Context: an optimization exercise on an open-source flow, tuned for small area. The choices shown serve that exercise and are no tape-out recipe.
Only simulation tests tie the RTL to the original design; equivalence was not proved.
In every run shown here, the design's own scripts or RTL, not TritonCTS, make the clock network.
The clock input has no modelled driver; a real chip could not lean on it and would need a root buffer or a full tree.
Power is estimated from default activity; no workload was simulated.

### flow/standard.sh
#!/bin/bash
# synth_recipe.tcl (not shown) runs the flow's synth.tcl, then flattens the netlist and writes it again
# the make line also repeats each setting of config.mk as NAME=value (left out here)
make -C /OpenROAD-flow-scripts/flow DESIGN_CONFIG=/design/flow/config.mk WORK_HOME=/design/flow/orfs CLKGATE_MAP_FILE= SYNTH_SCRIPT=/design/flow/synth_recipe.tcl "${@:-finish}"
### flow/flow/run.sh
#!/bin/bash
# Standard layout (standard.sh) with these changes:
#  - synthesis uses an area-oriented abc script (flow/synth.tcl,
#    flow/abc_area.script) in place of ORFS's abc_speed.script;
#  - after floorplanning, combinational cells are set to their smallest
#    drive strength (downsize.tcl); placement's repair sizes up where needed;
#  - ports are buffered with buf_1 cells;
#  - the clock tree is built by manual_cts.tcl: one root buffer driving 16
#    leaf buffers, each at the centre of an equal-sized group of flip-flops.
# Each tool's output is in the ORFS logs under orfs/logs; make's own output
# is in standard_flow.log.
set -euo pipefail
W=$PWD
F=$W/flow
rm -rf "$W/area_scripts"
cp -r "$FLOW_HOME/scripts" "$W/area_scripts"
cp "$F/abc_area.script" "$W/area_scripts/abc_speed.script"
export AREA_SCRIPTS_DIR=$W/area_scripts
export POST_FLOORPLAN_TCL=$F/downsize.tcl
export PRE_CTS_TCL=$F/manual_cts.tcl
export BUFFER_PORTS_ARGS="-buffer_cell sky130_fd_sc_hd__buf_1"
export MCTS_N=16 MCTS_ROOTS=1 MCTS_CELL=sky130_fd_sc_hd__clkbuf_4 MCTS_ROOT=sky130_fd_sc_hd__clkbuf_8
bash standard.sh SYNTH_SCRIPT="$F/synth.tcl" finish > standard_flow.log 2>&1
### flow/flow/synth.tcl
# The standard synthesis (synth_recipe.tcl), except that ORFS's scripts
# are read from a copy whose abc_speed.script is the area-oriented
# flow/abc_area.script. Registers are mapped before abc, as in the standard
# synthesis, so they keep their names and cells.
proc synth {args} { yosys synth -nofsm -noshare {*}$args }
set ::env(SCRIPTS_DIR) $::env(AREA_SCRIPTS_DIR)
source $::env(SCRIPTS_DIR)/synth.tcl
# left out here: clear keep_hierarchy, flatten, clean up, hide names made inside functions, write 1_2_yosys.v
### flow/constraint.sdc
create_clock -name core_clock -period 10.0 [get_ports {clk}]
set_input_delay 2.0000 -clock core_clock [delete_from_list [all_inputs] [get_ports {clk}]]
set_output_delay 2.0000 -clock core_clock [all_outputs]
set_load 0.01 [all_outputs]
### flow/flow/abc_area.script
strash
&get -n
&fraig -x
&put
dc2
strash
&get -n
&dch -f
&nf -R 1000 -p
&put
### flow/config.mk
export PLATFORM = sky130hd
export DESIGN_NAME = uart_fifo_ctrl
export DESIGN_NICKNAME = uart_fifo_ctrl
export VERILOG_FILES = /design/flow/design.v
export SDC_FILE = /design/flow/constraint.sdc
export NUM_CORES = 4
export LEC_CHECK = 0
export CAP_MARGIN = 20
export CORE_MARGIN = 2
export CORE_UTILIZATION = 70
export SLEW_MARGIN = 20
### flow/flow/manual_cts.tcl
set mcts_n $::env(MCTS_N)
set block [ord::get_db_block]
set db [ord::get_db]
set clk_net [$block findNet clk]

proc mcts_split {pts n} {
  # pts: list of {x y iterm}; returns a list of n groups
  if {$n <= 1} { return [list $pts] }
  set n1 [expr {$n / 2}]
  set n2 [expr {$n - $n1}]
  set xs [lsort -real [lmap p $pts {lindex $p 0}]]
  set ys [lsort -real [lmap p $pts {lindex $p 1}]]
  set idx [expr {[string is double [lindex $xs end]] ? 0 : 0}]
  if {[lindex $xs end] - [lindex $xs 0] >= [lindex $ys end] - [lindex $ys 0]} { set idx 0 } else { set idx 1 }
  set s [lsort -real -index $idx $pts]
  set k [expr {int(round(double([llength $pts]) * $n1 / $n))}]
  return [concat [mcts_split [lrange $s 0 [expr {$k - 1}]] $n1] [mcts_split [lrange $s $k end] $n2]]
}

proc mcts_buffer {block db cell name in_net out_net x y} {
  set master [$db findMaster $cell]
  set inst [odb::dbInst_create $block $master $name]
  $inst setLocation [expr {int($x)}] [expr {int($y)}]
  $inst setPlacementStatus PLACED
  foreach mt [$master getMTerms] {
    if {[$mt getSigType] == "POWER" || [$mt getSigType] == "GROUND"} continue
    if {[$mt getIoType] == "INPUT"} { [$inst findITerm [$mt getName]] connect $in_net }
    if {[$mt getIoType] == "OUTPUT"} { [$inst findITerm [$mt getName]] connect $out_net }
  }
  return $inst
}

set pts {}
foreach it [$clk_net getITerms] {
  set bb [[$it getInst] getBBox]
  lappend pts [list [expr {([$bb xMin] + [$bb xMax]) / 2.0}] [expr {([$bb yMin] + [$bb yMax]) / 2.0}] $it]
}
puts "manual cts: [llength $pts] sinks, $mcts_n buffers of $::env(MCTS_CELL)"
set groups [mcts_split $pts $mcts_n]
# Leaf buffers come in bisection order, so consecutive leaves are near each
# other; with roots, each of the MCTS_ROOTS root buffers drives one run of
# consecutive leaves.
set n_roots [expr {$mcts_n > 4 ? (([info exists ::env(MCTS_ROOTS)] && $::env(MCTS_ROOTS) ne "") ? $::env(MCTS_ROOTS) : 1) : 0}]
set leaf_src {}
for {set r 0} {$r < $n_roots} {incr r} {
  set net [odb::dbNet_create $block "clknet_m_root_$r"]
  $net setSigType CLOCK
  lappend root_nets $net
}
set k 0
array unset leaf_xy
foreach g $groups {
  set sx 0; set sy 0
  foreach p $g { set sx [expr {$sx + [lindex $p 0]}]; set sy [expr {$sy + [lindex $p 1]}] }
  set x [expr {$sx / [llength $g]}]; set y [expr {$sy / [llength $g]}]
  set net [odb::dbNet_create $block "clknet_m_$k"]
  $net setSigType CLOCK
  foreach p $g { set it [lindex $p 2]; $it disconnect; $it connect $net }
  if {$n_roots > 0} {
    set r [expr {$k * $n_roots / $mcts_n}]
    set src [lindex $root_nets $r]
    lappend leaf_xy($r) [list $x $y]
  } else {
    set src $clk_net
  }
  mcts_buffer $block $db $::env(MCTS_CELL) "clkbuf_m_$k" $src $net $x $y
  puts "  buffer $k at $x $y drives [llength $g] sinks"
  incr k
}
for {set r 0} {$r < $n_roots} {incr r} {
  set sx 0; set sy 0
  foreach p $leaf_xy($r) { set sx [expr {$sx + [lindex $p 0]}]; set sy [expr {$sy + [lindex $p 1]}] }
  set n [llength $leaf_xy($r)]
  mcts_buffer $block $db $::env(MCTS_ROOT) "clkbuf_m_root_$r" $clk_net [lindex $root_nets $r] [expr {$sx / $n}] [expr {$sy / $n}]
  puts "  root buffer $r drives $n leaf buffers"
}
rename clock_tree_synthesis orig_clock_tree_synthesis
proc clock_tree_synthesis {args} { puts "clock_tree_synthesis replaced by the manual tree" }
### flow/flow/downsize.tcl
# Set every combinational cell to the smallest drive strength of its
# family; the placement's repair_design sizes up again wherever the design
# rules need it. Flip-flops keep the cell that synthesis gave them.
set ds_count 0
set ds_saved 0.0
foreach inst [get_cells *] {
  set lc [get_lib_cells -of_objects $inst]
  set name [get_name $lc]
  if {![regexp {^(sky130_fd_sc_hd__[a-z0-9]+)_([0-9]+)$} $name -> base drive]} continue
  if {[regexp {__(df|edf|sdf|dl|tap|fill|decap|conb)} $name]} continue
  set best $lc
  set best_area [get_property $lc area]
  foreach cand [get_lib_cells ${base}_*] {
    set cn [get_name $cand]
    if {![regexp "^${base}_\[0-9\]+\$" $cn]} continue
    set skip 0
    foreach pat $::env(DONT_USE_CELLS) { if {[string match $pat $cn]} { set skip 1 } }
    if {$skip} continue
    set a [get_property $cand area]
    if {$a < $best_area} { set best $cand; set best_area $a }
  }
  if {$best ne $lc} {
    set ds_saved [expr {$ds_saved + [get_property $lc area] - $best_area}]
    replace_cell $inst $best
    incr ds_count
  }
}
puts "downsize: $ds_count cells, [format %.1f $ds_saved] um2"
### flow/design.v
module uart_fifo_ctrl(
	input wire clk,
	input wire rst,
	input wire rx,
	output wire tx
);
	reg [3:0] pos;
	reg [3:0] rd_off;
	wire do_wr, do_rd;
	always @(posedge clk)
		pos <= pos + {3'd0, !do_wr};
	reg [127:0] ring;
	wire [7:0] ring_out = ring[127:120];
	wire wr_now;
	reg [7:0] rx_sh;
	wire [7:0] ring_in = wr_now ? rx_sh : ring_out;
	always @(posedge clk)
		ring <= {ring[119:0], ring_in};
	reg [3:0] rx_ph;
	reg [3:0] rx_cnt;
	wire rx_tick = (rx_cnt == 4'd15);
	wire rx_idle = rx_ph[3] && !rx_ph[2] && (rx_ph[1] ^ rx_ph[0]) && rx_cnt[0];
	wire rx_wr = rx_idle && rx_ph[0];
	always @(posedge clk)
		if (!rx_ph[3] && rx_tick)
			rx_sh <= {rx, rx_sh[7:1]};
	reg [7:0] rx_nxt;
	always @(*) begin
		if (rx_idle)
			rx_nxt = rx ? 8'hA1 : 8'hF8;
		else if (rx_tick && rx_ph == 4'd15 && rx)
			rx_nxt = 8'hA1;
		else if (rx_tick && rx_ph == 4'd8 && !rx)
			rx_nxt = 8'hA0;
		else
			rx_nxt = {rx_ph, rx_cnt} + 8'd1;
	end
	always @(posedge clk or posedge rst)
		if (rst)
			{rx_ph, rx_cnt[0]} <= 5'b10101;
		else
			{rx_ph, rx_cnt[0]} <= {rx_nxt[7:4], rx_nxt[0]};
	always @(posedge clk)
		rx_cnt[3:1] <= rx_nxt[3:1];
	reg last_wr;	 
	reg empty;
	wire [3:0] tx_ph_w;
	wire full = (rd_off == 4'd0 && last_wr) || (tx_ph_w == 4'd6 && rd_off == 4'd1);
	reg pend;	 
	assign do_wr = rx_wr && !full;
	wire ptr_eq = (rd_off == 4'd0);
	wire cnt0 = ptr_eq && !last_wr;
	assign wr_now = pend && (pos == 4'd15);
	wire off_up = do_rd && !do_wr;
	wire off_dn = do_wr && !do_rd;
	always @(posedge clk or posedge rst) begin
		if (rst) begin
			rd_off <= 4'd0;
			last_wr <= 1'b0;
			empty <= 1'b1;
			pend <= 1'b0;
		end else begin
			rd_off <= rd_off + {{3{off_dn}}, off_dn | off_up};
			if (do_wr != do_rd)
				last_wr <= do_wr;
			empty <= cnt0;
			if (do_wr)
				pend <= 1'b1;
			else if (wr_now)
				pend <= 1'b0;
		end
	end
	reg [3:0] tx_ph;
	reg [3:0] tx_cnt;
	reg [7:0] tx_buf;
	assign tx_ph_w = tx_ph;
	wire tx_idle = (tx_ph == 4'd1) && tx_cnt[0];
	assign do_rd = tx_idle && !empty;
	wire tx_free = (tx_ph[3:1] == 3'd0);
	wire tx_pre = (tx_ph[3:1] == 3'd3);
	wire [7:0] tx_nxt = tx_idle ? (do_rd ? 8'h6F : 8'h11) : {tx_ph, tx_cnt} + 8'd1;
	always @(posedge clk or posedge rst)
		if (rst)
			{tx_ph, tx_cnt[0]} <= 5'b00011;
		else
			{tx_ph, tx_cnt[0]} <= {tx_nxt[7:4], tx_nxt[0]};
	always @(posedge clk)
		tx_cnt[3:1] <= tx_nxt[3:1];
	always @(posedge clk)
		if ((tx_free && pos == rd_off) || (tx_pre && wr_now && cnt0))
			tx_buf <= ring_in;
	assign tx = (tx_ph == 4'd7) ? 1'b0 : (tx_ph[3] ? tx_buf[tx_ph[2:0]] : 1'b1);
endmodule
==> impl_metrics.tcl, run 1 <==
set metrics [dict create \
    status "no timing/DRC/antenna violations" \
    num_rows 29 \
    synth-async-reset-ratio_pct 9.94 \
    antenna_cells 0 \
    viasPerCell 5.10 \
    die_w_um 84.2 \
    ctsResizeCount 0 \
    ys_seq_elements 171 \
    clock_skew_ns 0.0132 \
    yosysUniqueCellTypes 35 \
    fin_setup_tns_ns 0 \
    clk_pin_slew_worst_paths_ns 0.11 \
    nNetsFinal 324 \
    path_class "flop to primary output" \
    area_delta_synth_final_pct 5.36 \
    rrSetupSlack_ns 7.23 \
    dpl.hpwl_mm 3.52 \
    wl_per_cell_um 14.0 \
    startpoint "tx_ph[0]$_DFF_PP1_" \
    drcViolationCount 0 \
    hold_end "ring[116]$_DFF_P_" \
    cts.hold.buffers_added 0 \
    p_leak_nw 1.93 \
    hold_violations 0 \
    post-route-period-util_pct 39.3 \
    tightest_slew_ns 1.02 \
    synth_top_area_share_pct 61.3 \
    ys_warn_count 1 \
    clkPwrFrac_pct 17.9 \
    place.gp.congestion 0.786 \
    synth_edf_count 16 \
    period_needed_ns 3.93 \
    ff2ff_path_depth 11 \
    drive_gt1_share_pct 8.12 \
    drt_first_pass_iters 5 \
    switching_share_pct 25.7 \
    wl_mm 5.39 \
    path_max_fanout 8 \
    numPortBuffers 3 \
    drtIter0Drc 74 \
    synth_cells 288 \
    grt_max_degree 18 \
    powerDensity_mw_per_mm2 302 \
    worstPathArrival_ns 1.93 \
    yosysTopAreaCell "dfxtp_1" \
    ir_drop_uv 228 \
    vias 1962 \
    final_cell_area_mm2 0.00475 \
    switching_power_w 0.000369 \
    p_total_w 0.00143 \
    drv_cap 0 \
    synthesis.nets 302 \
    boundaryPins 4 \
    min-delay-start "ring[108]$_DFF_P_" \
    r2r_start "rx_ph[1]$_DFF_PP1_" \
    clk_latency_ns 0.41 \
    cts_setup_buffers 0 \
    rsz0062_at_grt "no" \
    syn_area_per_cell_um2 15.6 \
    ys_seq_area_share_pct 81.6 \
    grt_pass1_vias 2015 \
    yosys_most_used_dff "dfxtp_1" \
    cp.required_ns 8.00 \
    core_area_mm2 0.00628 \
    grt_pass1_wl_mm 9.16 \
    grt-ovfl-total 0 \
    hold_path_depth 0 \
    p_seq_share_pct 68.1 \
    comb_power_share_pct 14.0 \
    final-setup-viol-count 0 \
    fp.dieArea_mm2 0.00709 \
    cp-start-kind "flop" \
    placed_area_mm2 0.00461 \
    netlist_area_mm2 0.00450 \
    final_max_slew_viol_count 0 \
    synth_area_leaders "dfxtp_1 (61%), edfxtp_1 (11%), dfrtp_1 (6.1%)" \
    initial_utilization_pct 71.8 \
    track_usage_pct 15.7 \
    final_util_pct 75.6 \
    slew_headroom_pct 31.6 \
    grt_antenna_before_repair 0 \
    min_path_type "flop to flop" \
    dieHeight_um 84.2 \
    critPathCaptureType "primary output" \
    internal_power_w 0.00107 \
    whs_ns 0.329 \
    rr_endpoint "rd_off[2]$_DFF_PP0_" \
    drtAntennaViolNets 0 \
    fmax_mhz 254 \
]
[cell families after synthesis]
| logic type | Yosys count | share of synthesized area (%) |
|---|---|---|
| flip-flops | 171 | 81.6 |
| AND/OR/NAND/NOR | 51 | 5.44 |
| AO/OA/AOI/OAI | 21 | 3.03 |
| XOR/XNOR | 14 | 2.72 |
| multiplexers | 11 | 3.22 |
| adder cells (fa/ha/maj) | 11 | 3.22 |
| buffers and inverters | 9 | 0.750 |
[worst max path at each step]
stage	to	slack (ns)	depth (start not counted)
CTS	tx	6.50	4
finish	tx	6.07	4
detailed placement	tx	6.50	4
floorplan	tx	6.67	3
global route	tx	5.96	4
global placement	tx	6.51	4
[power groups by stage]
stage | logic, W | clock network, W | registers [W]
floorplan | 0.000163 | 0 | 0.000960
global placement | 0.000193 | 0 | 0.000985
detailed placement | 0.000203 | 0 | 0.000991
CTS | 0.000202 | 0.000201 | 0.000997
global route | 0.000229 | 0.000293 | 0.000997
finish | 0.000200 | 0.000257 | 0.000976
[Yosys cell counts (2+ instances only)]
cell,n
dfxtp_1,138
ha_1,10
a21oi_1,4
dfstp_2,6
and3_1,3
nor3_1,2
xor2_1,4
edfxtp_1,16
dfrtp_1,11
clkinv_1,9
nand2_1,19
nor2_1,5
nand4_1,3
mux4_2,2
nand3_1,11
o21ai_0,6
mux2_1,8
xnor2_1,10
nor2b_1,4
o32ai_1,2
[layout make-up]
class | instances | area (um^2)
inverter | 9 | 33.8
tap | 77 | 96.3
multi-input combinational | 108 | 795
buffer | 17 | 134
timing repair buffer | 3 | 11.3
sequential | 171 | 3680
fill | 380 | 1530
[layout by cell type, fill, tap and decap left out, types with 2 or more instances in the layout]
cell type and n:
nand4_1 3, xnor2_1 10, mux2_1 8, o32ai_1 2, clkinv_1 9, dfxtp_1 138
clkbuf_4 16, dfrtp_1 11, xor2_1 4, o21ai_0 6, nand2_1 19, nor3_1 2
buf_1 3, nand3_1 11, mux4_2 2, edfxtp_1 16, nor2b_1 4, a21oi_1 4
dfstp_2 6, nor2_1 5, and3_1 3, ha_1 10
[registers in the layout (all words and copies together) (netlist names)]
| register | count |
|---|---|
| tx_buf | 8 |
| pos | 4 |
| rx_sh | 8 |
| last_wr | 1 |
| tx_cnt | 4 |
| rx_ph | 4 |
| pend | 1 |
| ring | 128 |
| rx_cnt | 4 |
| tx_ph | 4 |
| rd_off | 4 |
| empty | 1 |
[routing by layer]
layer  track usage, %  vias up  routed length, um
met5                0        -                  0
met4             4.11        0                100
met3             2.26        8                163
met2             24.3       30               2410
met1             23.9      916               2720
li1                 -     1008                  -
[stage by stage]
step,setup slack (ns),instances
global placement,6.51,368
floorplan,6.67,288
detailed placement,6.50,368
global route,5.96,385
CTS,6.50,385
finish,6.07,385
[worst max-delay path: stages (launching register included)]
cell and delay, ns:
dfstp_2 0.65, mux4_2 0.52, mux2i_1 0.14, a22oi_1 0.08
buf_1 0.14
==> run 2, diff against run 1 <==
--- a/flow/design.v
+++ b/flow/design.v
@@ -21,4 +21,4 @@
 	wire rx_tick = (rx_cnt == 4'd15);
-	wire rx_idle = rx_ph[3] && !rx_ph[2] && (rx_ph[1] ^ rx_ph[0]) && rx_cnt[0];
-	wire rx_wr = rx_idle && rx_ph[0];
+	wire rx_idle = rx_ph[3] && !rx_ph[1] && rx_ph[0] && rx_cnt[0];
+	wire rx_wr = rx_idle && !rx_cnt[1];
 	always @(posedge clk)
@@ -29,7 +29,7 @@
 		if (rx_idle)
-			rx_nxt = rx ? 8'hA1 : 8'hF8;
+			rx_nxt = rx ? 8'h93 : 8'hF8;
 		else if (rx_tick && rx_ph == 4'd15 && rx)
-			rx_nxt = 8'hA1;
+			rx_nxt = 8'h93;
 		else if (rx_tick && rx_ph == 4'd8 && !rx)
-			rx_nxt = 8'hA0;
+			rx_nxt = 8'h92;
 		else
@@ -39,7 +39,7 @@
 		if (rst)
-			{rx_ph, rx_cnt[0]} <= 5'b10101;
+			{rx_ph, rx_cnt[1:0]} <= 6'b100111;
 		else
-			{rx_ph, rx_cnt[0]} <= {rx_nxt[7:4], rx_nxt[0]};
+			{rx_ph, rx_cnt[1:0]} <= {rx_nxt[7:4], rx_nxt[1:0]};
 	always @(posedge clk)
-		rx_cnt[3:1] <= rx_nxt[3:1];
+		rx_cnt[3:2] <= rx_nxt[3:2];
 	reg last_wr;	 
==> run 2 against run 1 <==
Area after synthesis decreased by 0.31%; combinational power up 6%; register-to-register slack got worse by 0.07 ns; first-iteration DRC count decreased by 27%; wire length decreased by 1.4%; cell area down 0.18%; core utilization is 0.14 points lower; global-route usage about the same; clock skew up 0.0062 ns; via count rose by 2.5%; largest power group unchanged.
==> impl_metrics.tcl, run 2 <==
set metrics [dict create \
    synth_top_area_share_pct 61.1 \
    final_cell_area_mm2 0.00474 \
    ir_drop_uv 221 \
    synth.most_common_cell "dfxtp_1" \
    place.gp.congestion 0.708 \
    reg_top3 "ring (128), rx_sh (8), tx_buf (8)" \
    clock_skew_ns 0.0194 \
    syn_area_per_cell_um2 15.6 \
    worstPathArrival_ns 2.04 \
    fmax_mhz 248 \
    placed_area_mm2 0.00460 \
    antenna_cells 0 \
    largest_reg_flops 128 \
    final-setup-viol-count 0 \
    grt_antenna_before_repair 0 \
    grt_pass1_vias 2017 \
    path_cells "mux4_2, nand2b_1, o21ai_0, a22oi_1, buf_1" \
    wl_per_cell_um 13.8 \
    synth-async-reset-ratio_pct 10.5 \
    yosysTopAreaCell "dfxtp_1" \
    area_delta_synth_final_pct 5.49 \
    cp_top_family "flip-flops" \
    wl_mm 5.31 \
    numPortBuffers 3 \
    nNetsFinal 321 \
    tightest_slew_ns 0.785 \
    ctsResizeCount 0 \
    multi_input_area_um2 783 \
    track_usage_pct 15.8 \
    hold_violations 0 \
    cpPeakStageDelay_ns 0.65 \
    final_util_pct 75.5 \
    cts_setup_buffers 0 \
    cp.required_ns 8.00 \
    path_max_fanout 9 \
    ys_seq_elements 171 \
    grt-ovfl-total 0 \
    dieHeight_um 84.1 \
    p_leak_nw 1.90 \
    core_area_mm2 0.00628 \
    final_max_slew_viol_count 0 \
    period_needed_ns 4.04 \
    ys_warn_count 1 \
    grt_max_degree 19 \
    num_rows 29 \
    boundaryPins 4 \
    ys_seq_area_share_pct 82.0 \
    drive_gt1_share_pct 8.79 \
    dpl.hpwl_mm 3.40 \
    status "no timing/DRC/antenna violations" \
    synth_edf_count 16 \
    rsz0062_at_grt "no" \
    post-route-period-util_pct 40.4 \
    path_class "flop to primary output" \
    fillers 386 \
    yosys_most_used_dff "dfxtp_1" \
    drtIter0Drc 54 \
    netlist_area_mm2 0.00449 \
    final_cell_mix "dfxtp_1 (137), nand2_1 (18), clkbuf_4 (16), edfxtp_1 (16), dfrtp_1 (11)" \
    crit_slowest_cell "dfstp_2" \
    layout_commonest_cell "dfxtp_1" \
    drt_first_pass_iters 5 \
    clk_pin_slew_worst_paths_ns 0.11 \
    top_register "ring" \
    synth_cells 287 \
    clk_latency_ns 0.42 \
    path_buf_inv 1 \
    fin_setup_tns_ns 0 \
    initial_utilization_pct 71.5 \
    critPathCaptureType "primary output" \
    synthesis.nets 299 \
    drv_cap 0 \
    drtAntennaViolNets 0 \
    slew_headroom_pct 47.4 \
    grt_pass1_wl_mm 9.27 \
    drcViolationCount 0 \
    regArea_mm2 0.00368 \
    vias 2011 \
    cts.hold.buffers_added 0 \
    min_path_type "flop to flop" \
    ys_top_cells_by_count "dfxtp_1 (137), nand2_1 (18), edfxtp_1 (16), dfrtp_1 (11), nand3_1 (10)" \
    powerDensity_mw_per_mm2 310 \
    yosysUniqueCellTypes 37 \
    die_w_um 84.1 \
    viasPerCell 5.24 \
    cp-start-kind "flop" \
    fp.dieArea_mm2 0.00707 \
    synth_area_leaders "dfxtp_1 (61%), edfxtp_1 (11%), dfrtp_1 (6.1%)" \
]
==> run 2: through the flow <==
stage                     std cells  total power (W)  worst slack [ns]  hold WS, ns
after floorplan                 287          0.00116              6.59        0.310
after global placement          367          0.00121              6.43        0.311
after detailed placement        367          0.00123              6.42        0.312
after CTS                       384          0.00144              6.41        0.312
after global routing            384          0.00156              5.83        0.335
final                           384          0.00147              5.96        0.324
==> run 2: cell families (layout without fill, tap and decap cells) <==
group	after synthesis	after routing	synth area share [%]
flip-flops	171	171	82.0
multiplexers	10	10	3.01
adder cells (fa/ha/maj)	9	9	2.67
AND/OR/NAND/NOR	53	53	5.85
buffers and inverters	8	28	0.669
XOR/XNOR	13	13	2.54
AO/OA/AOI/OAI	23	23	3.26
==> run 2: final cells by class <==
class                           count  share of cell area [%]
Multi-Input combinational cell    108                    16.5
Sequential cell                   171                    77.7
Timing Repair Buffer                3                   0.238
Buffer                             17                    2.83
Tap cell                           77                    2.03
Inverter                            8                   0.634
==> run 2: path summary, 6_finish.rpt <==
check	slack [ns]	cells after the start	end	start
max	5.96	5	tx	tx_ph[0]$_DFF_PP1_
min	0.32	0	ring[116]$_DFF_P_	ring[108]$_DFF_P_
max reg2reg	7.16	9	rd_off[1]$_DFF_PP0_	tx_ph[1]$_DFF_PP0_
min reg2reg	0.32	0	ring[116]$_DFF_P_	ring[108]$_DFF_P_
max in group asynchronous	8.05	2	rx_cnt[1]$_DFF_PP1_	rst
min in group asynchronous	1.58	2	tx_ph[3]$_DFF_PP0_	rst
==> run 2: routing by layer <==
metal | vias up | share of wire [%] | wire length [um] | GRT usage, %
met1 | 962 | 50 | 2680 | 23.4
met4 | 0 | 2.7 | 141 | 4.25
met5 | - | 0 | 0 | 0
met3 | 13 | 2.9 | 152 | 2.27
li1 | 1008 | - | - | -
met2 | 28 | 44 | 2340 | 24.8
==> run 2: report_power, final <==
part | internal [W] | switching [W]
registers | 0.000904 | 0.0000971
logic | 0.000105 | 0.000107
clock network | 0.0000836 | 0.000174
==> run 3, diff against run 2 <==
--- a/flow/flow/run.sh
+++ b/flow/flow/run.sh
@@ -21,3 +21,3 @@
 export BUFFER_PORTS_ARGS="-buffer_cell sky130_fd_sc_hd__buf_1"
-export MCTS_N=16 MCTS_ROOTS=1 MCTS_CELL=sky130_fd_sc_hd__clkbuf_4 MCTS_ROOT=sky130_fd_sc_hd__clkbuf_8
+export MCTS_N=16 MCTS_ROOTS=1 MCTS_CELL=sky130_fd_sc_hd__clkbuf_4 MCTS_ROOT=sky130_fd_sc_hd__clkbuf_4
 bash standard.sh SYNTH_SCRIPT="$F/synth.tcl" finish > standard_flow.log 2>&1
==> run 3 against run 2 <==
Worst hold slack about the same; global-route usage unchanged; die area stayed put; maximum frequency shrank 2.2%; largest power group unchanged; cell area decreased by 0.13%; flip-flop and latch count stayed put; still clean on timing, DRC and antenna; wire length about the same.
==> impl_metrics.tcl, run 3 <==
set metrics [dict create \
    r2r_start "tx_ph[1]$_DFF_PP0_" \
    num_rows 29 \
    ir_drop_uv 221 \
    viasPerCell 5.17 \
    yosys_most_used_dff "dfxtp_1" \
    ys_seq_elements 171 \
    core_area_mm2 0.00628 \
    slew_headroom_pct 47.5 \
    path_class "flop to primary output" \
    status "no timing/DRC/antenna violations" \
    antenna_cells 0 \
    clk_pin_slew_worst_paths_ns 0.11 \
    rr_endpoint "rd_off[1]$_DFF_PP0_" \
    synthMuxAreaShare_pct 3.01 \
    drtIter0Drc 59 \
    initial_utilization_pct 71.5 \
    ys_top_cells_by_count "dfxtp_1 (137), nand2_1 (18), edfxtp_1 (16), dfrtp_1 (11), nand3_1 (10)" \
    synth_compound_area_share_pct 3.26 \
    p_seq_share_pct 68.4 \
    path_buf_inv 1 \
    largest_reg_flops 128 \
    final_cell_area_mm2 0.00473 \
    clkPwrFrac_pct 17.2 \
    layout_commonest_cell "dfxtp_1" \
    drcViolationCount 0 \
    synthSimpleGateAreaFrac_pct 5.85 \
    grt-ovfl-total 0 \
    endpoint "tx" \
    drt_first_pass_iters 4 \
    cts.hold.buffers_added 0 \
    synth_edf_count 16 \
    dpl.hpwl_mm 3.40 \
    p_leak_nw 1.89 \
    switching_share_pct 25.7 \
    drv_cap 0 \
    fmax_mhz 242 \
    period_needed_ns 4.13 \
    grt_pass1_wl_mm 9.26 \
    synth_xor_area_share_pct 2.54 \
    drive_gt1_share_pct 8.79 \
    ctsResizeCount 0 \
    crit_slowest_cell "dfstp_2" \
    grt_pass1_vias 2019 \
    clock_skew_ns 0.0193 \
    die_w_um 84.1 \
    final_max_slew_viol_count 0 \
    synth_top_area_share_pct 61.1 \
    ff2ff_path_depth 9 \
    synth-async-reset-ratio_pct 10.5 \
    grt_antenna_before_repair 0 \
    min_path_type "flop to flop" \
    ys_seq_area_share_pct 82.0 \
    post-route-period-util_pct 41.3 \
    powerDensity_mw_per_mm2 309 \
    synth_top_family_by_area "simple AND/OR/NAND/NOR gates" \
    synth_cells 287 \
    path_cells "mux4_2, nand2b_1, o21ai_0, a22oi_1, buf_1" \
    synth.most_common_cell "dfxtp_1" \
    nNetsFinal 321 \
    ys_warn_count 1 \
    fin_setup_tns_ns 0 \
    cp-start-kind "flop" \
    synth_adder_area_share_pct 2.67 \
    final_cell_mix "dfxtp_1 (137), nand2_1 (18), clkbuf_4 (17)" \
    critPathCaptureType "primary output" \
    fp.dieArea_mm2 0.00707 \
    synth_area_leaders "dfxtp_1 (61%), edfxtp_1 (11%), dfrtp_1 (6.1%)" \
    synthesis.nets 299 \
    top_register "ring" \
    cpPeakStageDelay_ns 0.66 \
    path_max_fanout 9 \
    placed_area_mm2 0.00460 \
    dieHeight_um 84.1 \
    cts_setup_buffers 0 \
    cp.required_ns 8.00 \
    tightest_slew_ns 0.785 \
    hold_violations 0 \
    comb_power_share_pct 14.5 \
    internal_power_w 0.00109 \
    cp_top_family "flip-flops" \
    rrSetupSlack_ns 7.16 \
    cp_num_cells 5 \
    yosysUniqueCellTypes 37 \
    track_usage_pct 15.8 \
    syn_area_per_cell_um2 15.6 \
    place.gp.congestion 0.708 \
    vias 1986 \
    grt_max_degree 19 \
    drtAntennaViolNets 0 \
    boundaryPins 4 \
    startpoint "tx_ph[0]$_DFF_PP1_" \
    rsz0062_at_grt "no" \
    numPortBuffers 3 \
    final-setup-viol-count 0 \
    wl_mm 5.31 \
    fillers 388 \
    netlist_area_mm2 0.00449 \
    wl_per_cell_um 13.8 \
    reg_top3 "ring (128), rx_sh (8), tx_buf (8)" \
    area_delta_synth_final_pct 5.35 \
    clk_latency_ns 0.51 \
    worstPathArrival_ns 2.13 \
    yosysTopAreaCell "dfxtp_1" \
    switching_power_w 0.000377 \
]
run 3: changes by cell type in the layout (fill, tap and decap cells not counted):
cell and delta:
clkbuf_4 +1, clkbuf_8 -1
run 3: layer usage:
| layer | share of wire (%) | track usage, % |
|---|---|---|
| met5 | 0 | 0 |
| met4 | 1.5 | 3.52 |
| met3 | 3.0 | 2.77 |
| met2 | 45 | 24.8 |
| met1 | 51 | 23.4 |
run 3: worst min path at each step:
stage                                    to  slack (ns)              start  cells after the start
after global placement    ring[115]$_DFF_P_        0.31  ring[107]$_DFF_P_                      0
after CTS                  ring[41]$_DFF_P_        0.31   ring[33]$_DFF_P_                      0
after detailed placement  ring[112]$_DFF_P_        0.31  ring[104]$_DFF_P_                      0
final                     ring[116]$_DFF_P_        0.32  ring[108]$_DFF_P_                      0
after floorplan           ring[100]$_DFF_P_        0.31   ring[92]$_DFF_P_                      0
after global routing       ring[88]$_DFF_P_        0.34   ring[80]$_DFF_P_                      0
run 3: worst reg2reg max path: cells and delay by family, from the launching register on:
| family | cells | cell delay [ns] |
|---|---|---|
| adder cells (fa/ha/maj) | 3 | 1.02 |
| buffers and inverters | 3 | 0.20 |
| AND/OR/NAND/NOR | 3 | 1.06 |
| flip-flops | 1 | 0.47 |
run 3: cell families (layout without fill, tap and decap cells):
family / count (synthesis) / count (layout)
AND/OR/NAND/NOR: 53 / 53
adder cells (fa/ha/maj): 9 / 9
buffers and inverters: 8 / 28
XOR/XNOR: 13 / 13
AO/OA/AOI/OAI: 23 / 23
flip-flops: 171 / 171
multiplexers: 10 / 10
run 3: power by group through the flow:
| stage | clock (W) | sequential (W) | combinational [W] |
|---|---|---|---|
| global route | 0.000286 | 0.00103 | 0.000246 |
| floorplan | 0 | 0.000983 | 0.000173 |
| CTS | 0.000196 | 0.00102 | 0.000213 |
| finish | 0.000251 | 0.00100 | 0.000211 |
| detailed placement | 0 | 0.00102 | 0.000211 |
| global placement | 0 | 0.00101 | 0.000204 |
run 3: stage by stage:
step           instances  power, W  worst slack [ns]  utilization [%]  hold WS, ns
2_1_floorplan        287   0.00116              6.59                -        0.310
3_3_place_gp         367   0.00121              6.43             73.3        0.311
3_5_place_dp         367   0.00123              6.42             73.3        0.312
4_1_cts              384   0.00143              6.41             75.3        0.312
5_1_grt              384   0.00156              5.70             75.4        0.335
6_report             384   0.00146              5.87             75.4        0.324
run 3: area by class of cell:
type	count	area (um^2)	share of cell area (%)
inverter	8	30.0	0.635
multi-input combinational	108	783	16.6
buffer	17	128	2.70
timing repair buffer	3	11.3	0.238
tap	77	96.3	2.04
sequential	171	3680	77.8
==> run 4, diff against run 3 <==
--- a/flow/design.v
+++ b/flow/design.v
@@ -9,4 +9,7 @@
 	wire do_wr, do_rd;
-	always @(posedge clk)
-		pos <= pos + {3'd0, !do_wr};
+	always @(posedge clk or posedge rst)
+		if (rst)
+			pos <= 4'd0;
+		else
+			pos <= pos + {3'd0, !do_wr};
 	reg [127:0] ring;
==> run 4 against run 3 <==
Worst hold slack got worse by 0.0043 ns; cell count unchanged; critical path depth unchanged; register-to-register slack got worse by 0.03 ns; critical path type unchanged; largest power group unchanged; still clean; maximum frequency about the same; cell area increased by 0.42%; total power increased by 1.3%.
==> impl_metrics.tcl, run 4 <==
set metrics [dict create \
    status "no timing/DRC/antenna violations" \
    yosysTopAreaCell "dfxtp_1" \
    numPortBuffers 3 \
    synthesis.nets 299 \
    grt_antenna_before_repair 0 \
    area_delta_synth_final_pct 5.33 \
    worstPathArrival_ns 2.13 \
    multi_input_area_um2 783 \
    synth_edf_count 16 \
    clk_latency_ns 0.52 \
    wl_mm 5.87 \
    cts.hold.buffers_added 0 \
    critPathCaptureType "primary output" \
    dieHeight_um 84.3 \
    grt-ovfl-total 0 \
    place.gp.congestion 0.732 \
    tightest_slew_ns 0.842 \
    die_w_um 84.3 \
    gr-usage-met3_pct 2.26 \
    r2r_start "tx_ph[1]$_DFF_PP0_" \
    drtIter0Drc 98 \
    grt-busiest-layer "met2" \
    ys_seq_elements 171 \
    num_rows 29 \
    grt_pass1_vias 2085 \
    grt_pass1_wl_mm 10.2 \
    dpl.hpwl_mm 3.70 \
    wl_per_cell_um 15.3 \
    yosys_most_used_dff "dfxtp_1" \
    post-route-period-util_pct 41.3 \
    antenna_cells 0 \
    nNetsFinal 321 \
    use_met2_pct 28.6 \
    startpoint "tx_ph[0]$_DFF_PP1_" \
    hold_violations 0 \
    ys_warn_count 1 \
    netlist_area_mm2 0.00451 \
    layout_commonest_cell "dfxtp_1" \
    synth_area_leaders "dfxtp_1 (59%), edfxtp_1 (11%), dfrtp_1 (8.3%)" \
    rsz0062_at_grt "no" \
    fillers 372 \
    reg_top3 "ring (128), rx_sh (8), tx_buf (8)" \
    clock_skew_ns 0.0134 \
    drtAntennaViolNets 0 \
    p_leak_nw 1.91 \
    ir_drop_uv 228 \
    syn_area_per_cell_um2 15.7 \
    min-delay-start "ring[96]$_DFF_P_" \
    grt_max_degree 23 \
    drcViolationCount 0 \
    largest_reg_flops 128 \
    path_class "flop to primary output" \
    initial_utilization_pct 71.9 \
    cp-start-kind "flop" \
    viasPerCell 5.28 \
    slew_headroom_pct 43.5 \
    core_area_mm2 0.00628 \
    final_cell_mix "dfxtp_1 (133), nand2_1 (18), clkbuf_4 (17)" \
    final_max_slew_viol_count 0 \
    synth-async-reset-ratio_pct 12.9 \
    final-setup-viol-count 0 \
    fmax_mhz 242 \
    drive_gt1_share_pct 8.79 \
    synth.most_common_cell "dfxtp_1" \
    cts_setup_buffers 0 \
    boundaryPins 4 \
    ys_seq_area_share_pct 82.1 \
    path_max_fanout 9 \
    period_needed_ns 4.13 \
    fin_setup_tns_ns 0 \
    grtUsageMet1_pct 25.7 \
    top_register "ring" \
    min_path_type "flop to flop" \
    ys_top_cells_by_count "dfxtp_1 (133), nand2_1 (18), edfxtp_1 (16), dfrtp_1 (15), nand3_1 (10)" \
    final_util_pct 75.7 \
    vias 2028 \
    track_usage_pct 17.6 \
    powerDensity_mw_per_mm2 312 \
    drt_first_pass_iters 4 \
    regArea_mm2 0.00370 \
    ctsResizeCount 0 \
    clk_pin_slew_worst_paths_ns 0.11 \
    drv_cap 0 \
    synth_cells 287 \
    synth_top_area_share_pct 59.0 \
    yosysUniqueCellTypes 37 \
    fp.dieArea_mm2 0.00710 \
    cp.required_ns 8.00 \
]
[run 4: cell type report]
cell class	count	area share, %
Buffer	17	2.69
Inverter	8	0.632
Multi-Input combinational cell	108	16.5
Sequential cell	171	77.9
Tap cell	77	2.03
Timing Repair Buffer	3	0.237
[run 4: through the flow]
step                      instance area [um^2]  setup slack (ns)  total power (W)  std cells  hold WS (ns)
after global routing                      4750              5.70          0.00157        384         0.327
after global placement                    4620              6.43          0.00121        367         0.310
after CTS                                 4750              6.41          0.00144        384         0.312
after floorplan                           4510              6.59          0.00116        287         0.310
final                                     4750              5.87          0.00148        384         0.320
after detailed placement                  4620              6.41          0.00124        367         0.312
[run 4: final timing paths]
kind	end	cells after the start	slack (ns)
max	tx	5	5.87
min in group asynchronous	rx_ph[2]$_DFF_PP0_	2	1.51
max in group asynchronous	tx_ph[2]$_DFF_PP0_	2	8.08
min reg2reg	ring[104]$_DFF_P_	0	0.32
max reg2reg	rd_off[1]$_DFF_PP0_	9	7.13
min	ring[104]$_DFF_P_	0	0.32
[run 4: logic make-up (layout without fill, tap and decap cells)]
kind of cell | after synthesis | count (layout) | synth area share, %
buffers and inverters | 8 | 28 | 0.666
AO/OA/AOI/OAI | 23 | 23 | 3.25
flip-flops | 171 | 171 | 82.1
adder cells (fa/ha/maj) | 9 | 9 | 2.66
AND/OR/NAND/NOR | 53 | 53 | 5.83
XOR/XNOR | 13 | 13 | 2.52
multiplexers | 10 | 10 | 3.00
[run 4: power breakdown]
part / switching (W) / internal [W] / total [W] / leakage, nW
logic: 0.000113 / 0.000106 / 0.000219 / 0.350
registers: 0.000102 / 0.000904 / 0.00101 / 1.48
clock network: 0.000180 / 0.0000779 / 0.000258 / 0.0782
total: 0.000395 / 0.00109 / 0.00148 / 1.91
[run 4: metal layers]
layer	share of wire (%)	vias up
met5	0	-
met4	1.4	0
met1	48	989
met3	3.3	8
li1	-	1009
met2	48	22
[run 4: critical path, stage by stage, from the launching register on]
cell and delay [ns]:
dfstp_2 0.65, mux4_2 0.51, nand2b_1 0.14, o21ai_0 0.08
a22oi_1 0.10, buf_1 0.14
==> run 5, diff against run 4 <==
--- a/flow/flow/run.sh
+++ b/flow/flow/run.sh
@@ -7,3 +7,3 @@
 #  - ports are buffered with buf_1 cells;
-#  - the clock tree is built by manual_cts.tcl: one root buffer driving 16
+#  - the clock tree is built by manual_cts.tcl: one root buffer driving 15
 #    leaf buffers, each at the centre of an equal-sized group of flip-flops.
@@ -21,3 +21,3 @@
 export BUFFER_PORTS_ARGS="-buffer_cell sky130_fd_sc_hd__buf_1"
-export MCTS_N=16 MCTS_ROOTS=1 MCTS_CELL=sky130_fd_sc_hd__clkbuf_4 MCTS_ROOT=sky130_fd_sc_hd__clkbuf_4
+export MCTS_N=15 MCTS_ROOTS=1 MCTS_CELL=sky130_fd_sc_hd__clkbuf_4 MCTS_ROOT=sky130_fd_sc_hd__clkbuf_4
 bash standard.sh SYNTH_SCRIPT="$F/synth.tcl" finish > standard_flow.log 2>&1
==> run 5 against run 4 <==
Die area did not move; flip-flop and latch count is the same; maximum frequency up 0.33%; cell area down 0.16%; clock skew barely moved; sequential share of layout area grew 0.12 points; critical path type unchanged; critical endpoint unchanged; cell count decreased by 0.26%.
==> impl_metrics.tcl, run 5 <==
set metrics [dict create \
    core_area_mm2 0.00628 \
    grt_pass1_vias 2083 \
    synth_top_area_share_pct 59.0 \
    path_cells "mux4_2, nand2b_1, o21ai_0, a22oi_1, buf_1" \
    p_leak_nw 1.90 \
    final_max_slew_viol_count 0 \
    grt_pass1_wl_mm 9.99 \
    grt_max_degree 23 \
    final_util_pct 75.6 \
    ys_warn_count 1 \
    p_total_w 0.00147 \
    syn_area_per_cell_um2 15.7 \
    yosys_most_used_dff "dfxtp_1" \
    drt_first_pass_iters 4 \
    ys_seq_area_share_pct 82.1 \
    wl_per_cell_um 14.9 \
    antenna_cells 0 \
    grt-ovfl-total 0 \
    tightest_slew_ns 0.844 \
    synth.most_common_cell "dfxtp_1" \
    synth-async-reset-ratio_pct 12.9 \
    viasPerCell 5.26 \
    drcViolationCount 0 \
    largest_reg_flops 128 \
    synth_cells 287 \
    grt_antenna_before_repair 0 \
    drive_gt1_share_pct 8.50 \
    powerDensity_mw_per_mm2 310 \
    hold_violations 0 \
    period_needed_ns 4.12 \
    cp-start-kind "flop" \
    synth_edf_count 16 \
    die_w_um 84.3 \
    clock_skew_ns 0.0131 \
    initial_utilization_pct 71.9 \
    synth_area_leaders "dfxtp_1 (59%), edfxtp_1 (11%), dfrtp_1 (8.3%)" \
    final_cell_mix "dfxtp_1 (133), nand2_1 (18), clkbuf_4 (16), edfxtp_1 (16), dfrtp_1 (15)" \
    dieHeight_um 84.3 \
    place.gp.congestion 0.732 \
    nNetsFinal 320 \
    slew_headroom_pct 43.5 \
    placed_area_mm2 0.00462 \
    drtAntennaViolNets 0 \
    drtIter0Drc 72 \
    yosysUniqueCellTypes 37 \
    cts_setup_buffers 0 \
    ys_seq_elements 171 \
    rsz0062_at_grt "no" \
    critPathCaptureType "primary output" \
    cpPeakStageDelay_ns 0.65 \
    ir_drop_uv 228 \
    post-route-period-util_pct 41.2 \
    netlist_area_mm2 0.00451 \
    min_path_type "flop to flop" \
    fmax_mhz 243 \
    hold_path_depth 0 \
    reg_top3 "ring (128), rx_sh (8), tx_buf (8)" \
    clk_latency_ns 0.50 \
    worstPathArrival_ns 2.12 \
    layout_commonest_cell "dfxtp_1" \
    final-setup-viol-count 0 \
    dpl.hpwl_mm 3.70 \
    wl_mm 5.70 \
    top_register "ring" \
    drv_cap 0 \
    boundaryPins 4 \
    synthesis.nets 299 \
    clk_pin_slew_worst_paths_ns 0.11 \
    final_cells 383 \
    fp.dieArea_mm2 0.00710 \
    fin_setup_tns_ns 0 \
    path_max_fanout 9 \
    ctsResizeCount 0 \
    num_rows 29 \
    final_cell_area_mm2 0.00474 \
    cts.hold.buffers_added 0 \
    yosysTopAreaCell "dfxtp_1" \
    ys_top_cells_by_count "dfxtp_1 (133), nand2_1 (18), edfxtp_1 (16), dfrtp_1 (15), nand3_1 (10)" \
    status "no timing/DRC/antenna violations" \
    vias 2013 \
    ff2ff_path_depth 9 \
    dpl.cell_count 367 \
    cp.required_ns 8.00 \
    path_class "flop to primary output" \
    numPortBuffers 3 \
    track_usage_pct 17.2 \
    crit_slowest_cell "dfstp_2" \
    area_delta_synth_final_pct 5.16 \
]
[run 5: changes by cell type in the layout (fill, tap and decap cells not counted), sizes merged]
cell / change
clkbuf: -1
[run 5: per-layer routing]
metal  GRT usage (%)  wire length, um  vias to the layer above
met4            3.81              125                        0
met5               0                0                        -
met3            1.97              170                        9
met2            28.5             2660                       22
met1            25.1             2750                      978
li1                -                -                     1004
[run 5: through the flow]
step	hold WS (ns)	setup WS [ns]
global route	0.332	5.72
finish	0.329	5.88
floorplan	0.310	6.59
global placement	0.310	6.43
detailed placement	0.312	6.41
CTS	0.312	6.41
[run 5: area by class of cell]
class                      count  area [um^2]
buffer                        16          120
tap                           77         96.3
multi-input combinational    108          783
timing repair buffer           3         11.3
inverter                       8         30.0
fill                         373         1530
sequential                   171         3700
[run 5: worst paths after layout]
| path | startpoint | slack [ns] | end |
|---|---|---|---|
| hold / removal | ring[85]$_DFF_P_ | 0.33 | ring[93]$_DFF_P_ |
| setup / recovery | tx_ph[0]$_DFF_PP1_ | 5.88 | tx |
| hold reg to reg | ring[85]$_DFF_P_ | 0.33 | ring[93]$_DFF_P_ |
| setup reg to reg | tx_ph[1]$_DFF_PP0_ | 7.16 | rd_off[1]$_DFF_PP0_ |
| min in group asynchronous | rst | 1.52 | rx_ph[2]$_DFF_PP0_ |
| max in group asynchronous | rst | 8.08 | tx_ph[2]$_DFF_PP0_ |
[run 5: power breakdown]
group          internal (W)  leakage (nW)  total (W)  switching [W]
sequential         0.000903          1.48    0.00100       0.000100
clock             0.0000735        0.0736   0.000248       0.000175
combinational      0.000106         0.350   0.000219       0.000113
[run 5: cells by family after synthesis]
kind of cell	share of synthesized area, %
flip-flops	82.1
AND/OR/NAND/NOR	5.83
AO/OA/AOI/OAI	3.25
XOR/XNOR	2.52
multiplexers	3.00
adder cells (fa/ha/maj)	2.66
buffers and inverters	0.666
[run 5: worst max-delay path: cells and delay by family, from the launching register on]
kind / cells / cell delay (ns)
flops: 1 / 0.65
mux: 1 / 0.51
compound gates: 2 / 0.18
simple gates: 1 / 0.14
buf+inv: 1 / 0.14

port drivers added, routing unchanged:
How much do the figures lean on ideal ports? The routed layouts below were timed once more, with nothing changed but the port constraints.
Step 1 assumes that a clkbuf_16 drives the clock port and a buf_2 every other input.
Step 2 also shifts input and output timing later by t, the mid clock arrival at the registers, as if the neighbouring blocks saw the same clock.
Three values: no drivers, after step 1, after step 2; two values: the first two.
run | shift t [ns] | setup slack, ns | hold WS [ns] | worst setup path after step 2 | worst data-port slew with drivers (ns)
run 1 | 0.424 | 6.067 / 6.038 / 6.462 | 0.329 / 0.329 / 0.329 | register to output | 0.03
run 2 | 0.436 | 5.961 / 5.931 / 6.367 | 0.324 / 0.324 / 0.324 | register to output | 0.03
run 3 | 0.524 | 5.871 / 5.843 / 6.367 | 0.324 / 0.324 / 0.324 | register to output | 0.03
run 4 | 0.540 | 5.868 / 5.838 / 6.378 | 0.320 / 0.320 / 0.320 | register to output | 0.03
run 5 | 0.523 | 5.882 / 5.853 / 6.376 | 0.329 / 0.329 / 0.329 | register to output | 0.03
After both steps setup and hold are still met in every run listed.
